From an optimization exercise on the open Yosys and OpenROAD flow, aimed at small area and a short achievable clock period; shortcuts taken in it are not production practice.
Only simulation tests tie the RTL to the original design; equivalence was not proved.
Power figures rest on the tool's default switching activity, not on a simulated workload.

==> flow/design.v, too long to show whole: its modules and the start of the top module <==
// module mips32_top: 198 lines
// module mul_rows2t: 845 lines
module mips32_top(clk,rst,imem_addr,imem_rdata,dmem_addr,dmem_wdata,dmem_we,dmem_rdata,
wb_we,wb_addr,wb_data,of);
  // ...
==> flow/flow/run.sh <==
#!/bin/bash
# The standard layout (standard.sh), with repair_timing aiming 10.5 ns
# below the design's clock period; the SDC and every other step are unchanged.
export SETUP_SLACK_MARGIN=10.5
bash standard.sh > standard_run.log 2>&1
==> flow/standard.sh <==
#!/bin/bash
# synth_recipe.tcl (not shown) runs the flow's synth.tcl, then flattens the netlist and writes it again
# the make line also repeats each setting of config.mk as NAME=value (left out here)
make -C /OpenROAD-flow-scripts/flow DESIGN_CONFIG=/design/flow/config.mk WORK_HOME=/design/flow/orfs CLKGATE_MAP_FILE= SYNTH_SCRIPT=/design/flow/synth_recipe.tcl "${@:-finish}"
==> flow/config.mk <==
export PLATFORM = sky130hd
export DESIGN_NAME = mips32_top
export DESIGN_NICKNAME = mips32_top
export VERILOG_FILES = /design/flow/design.v
export SDC_FILE = /design/flow/constraint.sdc
export NUM_CORES = 4
export LEC_CHECK = 0
export ABC_AREA = 1
export CAP_MARGIN = 20
export CORE_MARGIN = 2
export CORE_UTILIZATION = 30
export PLACE_DENSITY = 0.5
export SLEW_MARGIN = 20
==> flow/constraint.sdc <==
create_clock -name core_clock -period 18.0 [get_ports {clk}]
set_input_delay 3.6000 -clock core_clock [delete_from_list [all_inputs] [get_ports {clk}]]
set_output_delay 3.6000 -clock core_clock [all_outputs]
set_load 0.01 [all_outputs]
==> flow_metrics.py, run 1 <==
metrics = {
    "worst_setup_path": {
        "path_class": "in2out",
        "reg2reg_to": "xr1[22]",
        "timing.critical_path.buf_inv": 2,
        "reg2reg_from": "ar1[23]",
    },
    "synthesis": {
        "synth_top_area_share": 0.395,
        "ys_warn_count": 1,
        "synth-xor-area-share": 0.0385,
        "synthSimpleGateAreaFrac": 0.207,
        "synth_cell_types": 71,
    },
    "power_and_ir_drop": {
        "leakagePower_nw": 40.6,
        "comb_power_share": 0.219,
        "p_switching_mw": 3.52,
        "internal_power_mw": 6.93,
        "power_top_consumer": "registers",
    },
    "timing": {
        "grt_setup_unrepaired": "yes",
        "max_freq_mhz": 129,
        "drv_slew": 0,
        "fin_setup_tns_ns": 0,
        "setup_viol": 0,
    },
    "routing": {
        "routedWlPerCell_um": 34.6,
    },
    "final_layout": {
        "multi_input_area_share": 0.375,
        "top_register": "rf",
        "top_regs": "rf (992), btb (120)",
        "buf_share": 0.0524,
    },
    "global_route": {
        "grtUsageMet1": 0.433,
        "grt_pass1_wl_um": 639000,
    },
    "floorplan": {
        "die_area_um2": 288000,
        "die_x_um": 537,
        "initial_core_util": 0.302,
        "rows": 195,
        "taps": 3743,
    },
    "status": {
        "outcome": "timing/DRC/antenna clean",
    },
    "clock_tree": {
        "cts_tree": "yes",
    },
}
==> module mips32_top, before the edit <==
module mips32_top(clk,rst,imem_addr,imem_rdata,dmem_addr,dmem_wdata,dmem_we,dmem_rdata,
wb_we,wb_addr,wb_data,of);
input clk,rst;
output of;
output [31:0]imem_addr;
input [31:0]imem_rdata;
output [31:0]dmem_addr,dmem_wdata;
output dmem_we;
input [31:0]dmem_rdata;
output wb_we;
output [4:0]wb_addr;
output [31:0]wb_data;
reg [31:2] pc;                  
reg [31:0] ar1;                 
reg [31:2] ar2;                 
reg        ar3;                 
reg [31:0] br1, br2;            
reg [31:2] br4;                 
reg        br7, br8, br9, br10, br11, br15, br16;
reg [4:0]  br12, br13, br14;
reg [31:0] xr0, xr1;            
reg        xci;                 
reg [7:0]  xtp;                 
reg        xeq;                 
reg        stall;               
reg        pf1, pf2;            
reg        flush;               
reg [31:0] cr1;                 
reg [4:0]  cr4;                 
reg        cr5, cr6, cr7;
reg [31:0] wbq;                 
reg        dr4;
wire [5:0] opc = ar1[31:26];
wire [5:0] fn  = ar1[5:0];
wire d_r    = (opc == 6'd0) | (opc == 6'd28);
wire d_j    = (opc == 6'd2);
wire d_beq  = (opc == 6'd4);
wire d_bne  = (opc == 6'd5);
wire d_addi = (opc == 6'd8);
wire d_ld   = (opc == 6'd35);
wire d_st   = (opc == 6'd43);
wire d_andi = (opc == 6'd12);
wire d_ori  = (opc == 6'd13);
wire d_xori = (opc == 6'd14);
wire d_ii   = d_addi | (opc == 6'd9) | d_andi | d_ori | d_xori | d_ld;
wire d_sel1 = d_ii | d_st;
wire d_we3  = d_r | d_ii;
wire d_sub  = d_beq | d_bne | (d_r & (fn == 6'd34));
wire d_mul  = d_r & (fn == 6'd2);
wire d_and  = d_andi | (d_r & (fn == 6'd36));
wire d_or   = d_ori  | (d_r & (fn == 6'd35));
wire d_xor  = d_xori;
wire brval  = d_beq | d_bne;
wire memrd  = ~rst & d_ld;
wire ofs    = ~rst & d_addi;
wire [31:2] sim30 = {{14{ar1[15]}}, ar1[15:0]};
wire [31:2] alres3 = ar2 + sim30;           
reg [31:0] rf [1:31];
reg [31:1] rv;                  
wire [31:0] m2r = wbq;
wire [4:0] a1 = ar1[25:21];
wire [4:0] a2 = ar1[20:16];
always @(posedge clk) begin
    if (dr4 && cr4 != 5'd0) rf[cr4] <= m2r;
end
integer k;
always @(posedge clk) begin
    if (rst) rv <= 31'b0;
    else if (dr4 && cr4 != 5'd0) rv[cr4] <= 1'b1;
end
reg [31:0] rdreg1, rdreg2;
always @(*) begin
    rdreg1 = 32'b0;
    rdreg2 = 32'b0;
    for (k = 1; k < 32; k = k + 1) begin
        if (a1 == k && rv[k]) rdreg1 = rdreg1 | rf[k];
        if (a2 == k && rv[k]) rdreg2 = rdreg2 | rf[k];
    end
    if (dr4 && cr4 != 5'd0 && cr4 == a1) rdreg1 = m2r;
    if (dr4 && cr4 != 5'd0 && cr4 == a2) rdreg2 = m2r;
end
reg [1:0]  st [0:3];
reg [31:2] btb [0:3];
reg [3:0]  bv;                  
wire [1:0] bi = pc[3:2];
wire taken = st[bi][1];
wire [31:2] btp = bv[bi] ? btb[bi] : 30'b0;
wire [32:0] s33 = {xr0, xci} + {xr1, xci};
wire [31:0] alres1 = {s33[32] ^ (^xtp), s33[31:1]};
wire eq = xeq;
wire selm = (br11 & eq) | (br15 & ~eq);
wire mispredict = br16 ^ selm;
wire        tpar = ^xtp;
wire [6:0]  lo7 = {1'b0, xr0[5:0]} + {1'b0, xr1[5:0]} + {6'b0, xci};
wire [25:0] ux = xr0[31:6] ^ xr1[31:6] ^ {tpar, 25'b0};
wire [25:1] ug = xr0[30:6] | xr1[30:6];
wire        uz = (&(~(ux[25:1] ^ ug[25:1]))) & ~(ux[0] ^ lo7[6]);
wire t1 = ~uz | (lo7[5] & (|lo7[4:0]));
assign of = ofs & t1;
wire flush_id = stall | flush | mispredict;
wire flush_if = d_j | flush | mispredict;
wire [31:2] pc4 = pc + 30'd1;
wire [31:2] m3r = taken ? btp : pc4;
wire [31:2] m4r = mispredict ? br4 : m3r;
wire [31:2] m5r = d_j ? {pc4[31:28], imem_rdata[23:0], 2'b00} : m4r;
wire n_live = ~flush_id;
wire [31:0] n_br1 = flush_id ? br1 : rdreg1;
wire [31:0] n_br2 = flush_id ? br2 : rdreg2;
wire n_br6 = n_live & d_sel1;
wire n_sub = n_live & d_sub;
wire n_mul = n_live & d_mul;
wire n_and = n_live & d_and;
wire n_or  = n_live & d_or;
wire n_xor = n_live & d_xor;
wire n_f1 = pf1;
wire n_f2 = pf2;
wire [31:0] n_opra = n_f1 ? alres1 : n_br1;
wire [31:0] n_ma   = n_f1 ? alres1 : rdreg1;
wire [31:0] n_mb   = n_f2 ? alres1 : rdreg2;
wire [31:0] n_oprb = n_f2 ? alres1 : (n_br6 ? {{16{ar1[15]}}, ar1[15:0]} : n_br2);
wire [63:0] mrows;
wire [7:0] mtop;
mul_rows2t mu (.x(n_ma), .y(n_mb), .r(mrows), .t(mtop));
wire n_log = n_and | n_or | n_xor;
wire [31:0] n_lres = n_and ? (n_opra & n_oprb) : n_or ? (n_opra | n_oprb) : (n_opra ^ n_oprb);
wire [31:0] n_r0 = n_mul ? mrows[31:0]  : (n_log ? n_lres : n_opra);
wire [31:0] n_r1 = n_mul ? mrows[63:32] : (n_log ? 32'b0 : (n_sub ? ~n_oprb : n_oprb));
always @(posedge clk) begin
    if (rst) pc <= 30'b0;
    else if (!stall) pc <= m5r;
    if (rst) begin
        ar1 <= 32'b0; ar2 <= 30'b0; ar3 <= 1'b0;
    end else if (flush_if) begin
        ar1 <= 32'b0; ar2 <= 30'b0;
    end else if (!stall) begin
        ar1 <= imem_rdata; ar2 <= pc4; ar3 <= taken;
    end
    br4 <= alres3;
    br13 <= ar1[15:11];
    xeq <= (n_opra == n_oprb);
    br1 <= n_br1; br2 <= n_br2;
    if (rst) begin
        xr0 <= 32'b0; xr1 <= 32'b0; xci <= 1'b0; xtp <= 8'b0;
    end else begin
        xtp <= n_mul ? mtop : 8'b0;
        xr0 <= n_r0; xr1 <= n_r1; xci <= n_sub & ~n_mul & ~n_log;
    end
    if (rst) begin
        br12 <= 5'b0; br14 <= 5'b0;
    end else if (!flush_id) begin
        br12 <= a2; br14 <= a1;
    end
    if (rst || flush_id) begin
        br7 <= 1'b0; br8 <= 1'b0; br9 <= 1'b0; br10 <= 1'b0;
        br11 <= 1'b0; br15 <= 1'b0; br16 <= 1'b0;
    end else begin
        br7 <= d_r; br8 <= d_we3; br9 <= d_ld; br10 <= d_st;
        br11 <= d_beq; br15 <= d_bne; br16 <= ar3;
    end
    stall <= memrd & ((br12 == a1) | (br12 == a2));
    flush <= selm;
    pf1 <= ~rst & cr5 & ((br7 ? br13 : br12) != 5'd0) & ((br7 ? br13 : br12) == (flush_id ? br14 : a1));
    pf2 <= ~rst & cr5 & ((br7 ? br13 : br12) != 5'd0) & ((br7 ? br13 : br12) == (flush_id ? br12 : a2));
    cr4 <= br7 ? br13 : br12;
    if (rst) begin
        cr1 <= 32'b0; cr5 <= 1'b0; cr6 <= 1'b0; cr7 <= 1'b0;
    end else begin
        cr1 <= alres1; cr5 <= br8; cr6 <= br9; cr7 <= br10;
    end
    wbq <= cr6 ? dmem_rdata : cr1;
    if (rst) dr4 <= 1'b0;
    else dr4 <= cr5;
end
always @(posedge clk) begin
    if (rst) begin
        st[0] <= 2'b00; st[1] <= 2'b00; st[2] <= 2'b00; st[3] <= 2'b00;
        bv <= 4'b0;
    end else if (brval) begin
        case (st[bi])
            2'b00: st[bi] <= selm ? 2'b01 : 2'b00;
            2'b01: st[bi] <= selm ? 2'b10 : 2'b00;
            2'b10: st[bi] <= selm ? 2'b11 : 2'b01;
            2'b11: st[bi] <= selm ? 2'b11 : 2'b10;
        endcase
        if (st[bi][1] && selm) bv[bi] <= 1'b1;
    end
end
always @(posedge clk) begin
    if (brval && st[bi][1] && selm) btb[bi] <= alres3;
end
assign imem_addr = {pc, 2'b00};
assign dmem_addr = cr1;
assign dmem_wdata = m2r;
assign dmem_we = cr7;
assign wb_we = dr4;
assign wb_addr = cr4;
assign wb_data = m2r;
endmodule
==> run 2, diff against run 1 <==
--- a/flow/design.v
+++ b/flow/design.v
@@ -24,6 +24,9 @@
 reg [7:0]  xtp;                 
 reg        xeq;                 
+reg        rj;                  
 reg        stall;               
 reg        pf1, pf2;            
+reg        ofs_q;               
+reg        byp1, byp2;          
 reg        flush;               
 reg [31:0] cr1;                 
@@ -54,5 +57,5 @@
 wire brval  = d_beq | d_bne;
 wire memrd  = ~rst & d_ld;
-wire ofs    = ~rst & d_addi;
+wire ofs    = ~rst & ofs_q;
 wire [31:2] sim30 = {{14{ar1[15]}}, ar1[15:0]};
 wire [31:2] alres3 = ar2 + sim30;           
@@ -78,6 +81,6 @@
         if (a2 == k && rv[k]) rdreg2 = rdreg2 | rf[k];
     end
-    if (dr4 && cr4 != 5'd0 && cr4 == a1) rdreg1 = m2r;
-    if (dr4 && cr4 != 5'd0 && cr4 == a2) rdreg2 = m2r;
+    if (byp1) rdreg1 = m2r;
+    if (byp2) rdreg2 = m2r;
 end
 reg [1:0]  st [0:3];
@@ -102,4 +105,6 @@
 wire flush_if = d_j | flush | mispredict;
 wire [31:2] pc4 = pc + 30'd1;
+wire [31:0] n_ar1 = (rst | flush_if) ? 32'b0 : (stall ? ar1 : imem_rdata);
+wire [4:0]  n_cr4 = br7 ? br13 : br12;
 wire [31:2] m3r = taken ? btp : pc4;
 wire [31:2] m4r = mispredict ? br4 : m3r;
@@ -141,10 +146,7 @@
     xeq <= (n_opra == n_oprb);
     br1 <= n_br1; br2 <= n_br2;
-    if (rst) begin
-        xr0 <= 32'b0; xr1 <= 32'b0; xci <= 1'b0; xtp <= 8'b0;
-    end else begin
-        xtp <= n_mul ? mtop : 8'b0;
-        xr0 <= n_r0; xr1 <= n_r1; xci <= n_sub & ~n_mul & ~n_log;
-    end
+    rj <= rst;
+    xtp <= n_mul ? mtop : 8'b0;
+    xr0 <= n_r0; xr1 <= n_r1; xci <= n_sub & ~n_mul & ~n_log;
     if (rst) begin
         br12 <= 5'b0; br14 <= 5'b0;
@@ -161,12 +163,17 @@
     stall <= memrd & ((br12 == a1) | (br12 == a2));
     flush <= selm;
+    ofs_q <= (n_ar1[31:26] == 6'd8);
+    byp1 <= ~rst & cr5 & (n_cr4 != 5'd0) & (n_cr4 == n_ar1[25:21]);
+    byp2 <= ~rst & cr5 & (n_cr4 != 5'd0) & (n_cr4 == n_ar1[20:16]);
     pf1 <= ~rst & cr5 & ((br7 ? br13 : br12) != 5'd0) & ((br7 ? br13 : br12) == (flush_id ? br14 : a1));
     pf2 <= ~rst & cr5 & ((br7 ? br13 : br12) != 5'd0) & ((br7 ? br13 : br12) == (flush_id ? br12 : a2));
     cr4 <= br7 ? br13 : br12;
     if (rst) begin
-        cr1 <= 32'b0; cr5 <= 1'b0; cr6 <= 1'b0; cr7 <= 1'b0;
+        cr5 <= 1'b0; cr6 <= 1'b0; cr7 <= 1'b0;
     end else begin
-        cr1 <= alres1; cr5 <= br8; cr6 <= br9; cr7 <= br10;
+        cr5 <= br8; cr6 <= br9; cr7 <= br10;
     end
+    if (rst || rj) cr1 <= 32'b0;
+    else cr1 <= alres1;
     wbq <= cr6 ? dmem_rdata : cr1;
     if (rst) dr4 <= 1'b0;
--- a/flow/config.mk
+++ b/flow/config.mk
@@ -8,6 +8,8 @@
 export ABC_AREA = 1
 export CAP_MARGIN = 20
+export CELL_PAD_IN_SITES_DETAIL_PLACEMENT = 1
+export CELL_PAD_IN_SITES_GLOBAL_PLACEMENT = 2
 export CORE_MARGIN = 2
-export CORE_UTILIZATION = 30
-export PLACE_DENSITY = 0.5
+export CORE_UTILIZATION = 25
+export PLACE_DENSITY = 0.55
 export SLEW_MARGIN = 20
==> flow_metrics.py, run 2 <==
metrics = {
    "status": {
        "outcome": "timing/DRC/antenna clean",
    },
    "final_layout": {
        "top_register": "rf",
        "seq_area_um2": 41700,
        "utilization": 0.300,
        "fillers": 39200,
        "largest_reg_flops": 992,
        "layout_common_cells": "nand2_1 (1,892), inv_1 (1,280), edfxtp_1 (1,120)",
        "drive_above_1_share": 0.101,
        "final_common_cell": "nand2_1",
        "syn2layout_area_growth_pct": 19.6,
        "final_area_um2": 102000,
        "nets": 10400,
        "top_regs": "rf (992), btb (120)",
        "multi_input_area_um2": 37000,
    },
    "synthesis": {
        "yosys.area.top_type": "edfxtp_1",
        "synth_top_area_share": 0.396,
        "ys_warn_count": 1,
        "synth_cell_types": 72,
        "synth_area_leaders": "edfxtp_1 (40%), dfxtp_1 (9.4%), nand2_1 (8.6%), inv_1 (5.8%), o22ai_1 (4.7%)",
        "postSynth.asyncResetShare": 0,
        "seq_area_frac_synth": 0.490,
        "yosysMostFrequentCell": "nand2_1",
        "synth_flop_cell": "edfxtp_1",
        "ys_ff_latch": 1521,
        "synth_top_cells_by_count": "nand2_1 (1,945), inv_1 (1,318), edfxtp_1 (1,120)",
        "synth_edf_count": 1120,
        "synthesis.area_um2": 85000,
        "synthCells": 9645,
        "syn_area_per_cell_um2": 8.81,
    },
    "worst_setup_path": {
        "arrival_ns": 4.25,
        "path_max_fanout": 3,
        "r2r_slack_ns": 10.52,
        "endpoint": "of",
        "reg2reg_depth": 24,
        "critPathSlowestCell": "a31oi_4",
        "max_stage_delay_ns": 0.20,
        "crit_chain": "buf_16 > inv_16 > nand2_8 > a31oi_4 > buf_6",
        "start_kind": "primary input",
        "reg2reg_from": "ar1[24]",
        "path_class": "in2out",
        "reg2reg_to": "xr0[27]",
        "crit_path_start": "rst",
        "path_delay_family": "buffers and inverters",
        "crit_cells": 5,
        "crit_path_end_kind": "output port",
        "timing.critical_path.buf_inv": 3,
        "crit_required_ns": 14.40,
    },
    "floorplan": {
        "die_x_um": 587,
        "rows": 214,
        "initial_core_util": 0.251,
        "die_area_um2": 345000,
        "core-area_um2": 339000,
        "die_h_um": 587,
        "boundaryPins": 202,
    },
    "timing": {
        "finalCritPeriodShare": 0.436,
        "min_period_ns": 7.85,
        "grt_setup_unrepaired": "yes",
        "skew_ns": 0.101,
        "max_freq_mhz": 127,
        "setup_viol": 0,
        "worstMarginPinSlew_ns": 1.24,
        "final_hold_viol_count": 0,
        "fin_setup_tns_ns": 0,
        "slew-limit-headroom": 0.172,
        "drv_slew": 0,
    },
    "flow_run": {
        "drv_cap": 0,
    },
    "routing": {
        "initialDrtViolationCount": 12600,
        "routedWlPerCell_um": 38.0,
        "dr.pass1.iters": 6,
        "routed_via_density": 5.49,
        "vias": 80500,
        "drt-total-wl_um": 557000,
        "ant_nets": 0,
        "drc_errors": 0,
    },
    "clock_tree": {
        "cts-root-buf": "clkbuf_16",
        "clock-sinks": 1521,
        "path_clk_slew_ns": 0.06,
        "clk_latency_ns": 0.95,
        "cts_buffers": 193,
        "cts_tree": "yes",
        "htree_levels": 4,
        "cts_buffer_depth": 4,
    },
    "place": {
        "io_buffers": 199,
        "gp_congestion": 0.929,
        "hpwl_um": 370000,
        "placed_area_um2": 93200,
    },
    "power_and_ir_drop": {
        "comb_power_share": 0.247,
        "ir_drop_uv": 84.1,
        "p_switching_mw": 3.95,
        "leakagePower_nw": 41.7,
        "seqPwrFrac": 0.390,
        "p_sw_frac": 0.358,
        "power_density_nw_per_um2": 109,
        "internal_power_mw": 7.08,
        "pwr-share-clk": 0.363,
    },
    "global_route": {
        "track_usage": 0.312,
        "grt.busiest_layer": "met2",
        "grt_pass1_vias": 79000,
        "grt_pass1_wl_um": 731000,
        "use_met2": 0.448,
        "grtUsageMet1": 0.444,
        "grt_overflow": 0,
        "grt.met3_usage": 0.0721,
        "grt_antenna_before_repair": 77,
        "grt_start_max_net_pins": 65,
    },
    "min_path": {
        "hp-class": "reg2reg",
    },
}
run 2: changes by cell type in the layout (fill, tap and decap cells not counted), moves of 27 or more:
cell	previous run	this run
nor3_1	71	43
o21ai_0	446	554
o2111ai_1	52	11
o211ai_1	76	41
nand2_1	2281	1892
a21oi_1	219	258
a221oi_1	5	32
nand4_1	122	81
inv_1	1112	1280
o22ai_1	451	633
o21ai_1	26	67
nor2_1	890	859
run 2: through the flow:
step	power, mW	worst slack, ns	cells	hold slack, ns
after floorplan	5.67	10.28	9646	0.368
after global placement	7.00	8.75	14200	0.401
after detailed placement	7.03	8.74	14200	0.399
after CTS	11.1	10.16	14600	0.404
after global routing	11.4	10.14	14600	0.424
final	11.0	10.15	14700	0.403
run 2: how the worst min path moves through the flow:
stage / startpoint / end / slack (ns) / depth (start not counted)
6_report: br9 / cr6 / 0.40 / 2
5_1_grt: br9 / cr6 / 0.42 / 2
4_1_cts: br9 / cr6 / 0.40 / 2
3_5_place_dp: br9 / cr6 / 0.40 / 2
3_3_place_gp: br9 / cr6 / 0.40 / 2
2_1_floorplan: flop / br13[0] / 0.37 / 0
run 2: worst min-delay path, stage by stage (launching register included):
cell and delay (ns):
dfxtp_1 0.29, inv_1 0.04, nor2_1 0.03
run 2: metal layers:
metal / share of wire / vias to the layer above
met4: 0.054 / 13
met3: 0.10 / 1063
met5: 0.00045 / -
met2: 0.41 / 4883
met1: 0.43 / 41500
li1: - / 33000
run 2: cell families after synthesis:
family,Yosys count,share of synthesized area
adders and majority gates,392,0.0752
xor gates and xnor gates,381,0.0393
buffers and inverters,1834,0.0861
muxes,34,0.00448
AOI/OAI and AO/OA,1761,0.122
other,1,0.0000441
DFF,1521,0.490
and+or+nand+nor,3721,0.182
run 2: cell type report:
type | instances | area share
clock buffer | 252 | 0.0519
tap | 4536 | 0.0558
antenna | 20 | 0.000492
clock inverter | 100 | 0.00926
inverter | 1371 | 0.0525
multi-input combinational | 6291 | 0.364
sequential | 1521 | 0.410
timing repair inverter | 1 | 0.0000862
timing repair buffer | 571 | 0.0560
run 2: repair_timing:
item,CTS,global route
gates resized for setup,242,160
hold buffers,0,0
setup buffers,36,39
setup endpoints to repair,52,24
gates cloned,3,1
pin swaps,5,10
run 2: power by group through the flow:
stage	registers, mW	logic [mW]	clock network, mW
floorplan	4.29	1.38	0
global placement	4.37	2.63	0
detailed placement	4.37	2.66	0
CTS	4.30	2.69	4.06
global route	4.33	2.91	4.18
finish	4.30	2.73	4.00

-- port drivers added, routing unchanged --
The results above use ideal ports. As a check the final layouts listed here were re-extracted and re-timed, cells and wires unchanged.
Step 1: set_driving_cell puts a clkbuf_16 on clk and a buf_2 on each other input, an assumption about the parent block.
Step 2 moves the port delays by t, midway between the first and last clock arrival at a register: inputs arrive t later, outputs are due t later. That takes back most of the time a late clock gives input paths.
Slacks: no drivers / after step 1 / after step 2; pairs: no drivers / after step 1.
| run | shift t [ns] | setup slack, ns | latest minus earliest clock arrival (ns) |
|---|---|---|---|
| run 1 | 0.983 | 10.243 / 10.122 / 10.122 | 0.111 / 0.111 |
| run 2 | 1.012 | 10.152 / 10.003 / 10.003 | 0.101 / 0.101 |
After both steps every run listed still meets setup and hold. For run 2, which loses most, drivers alone change the setup slack by -0.149 ns; drivers and shift together by -0.149 ns.
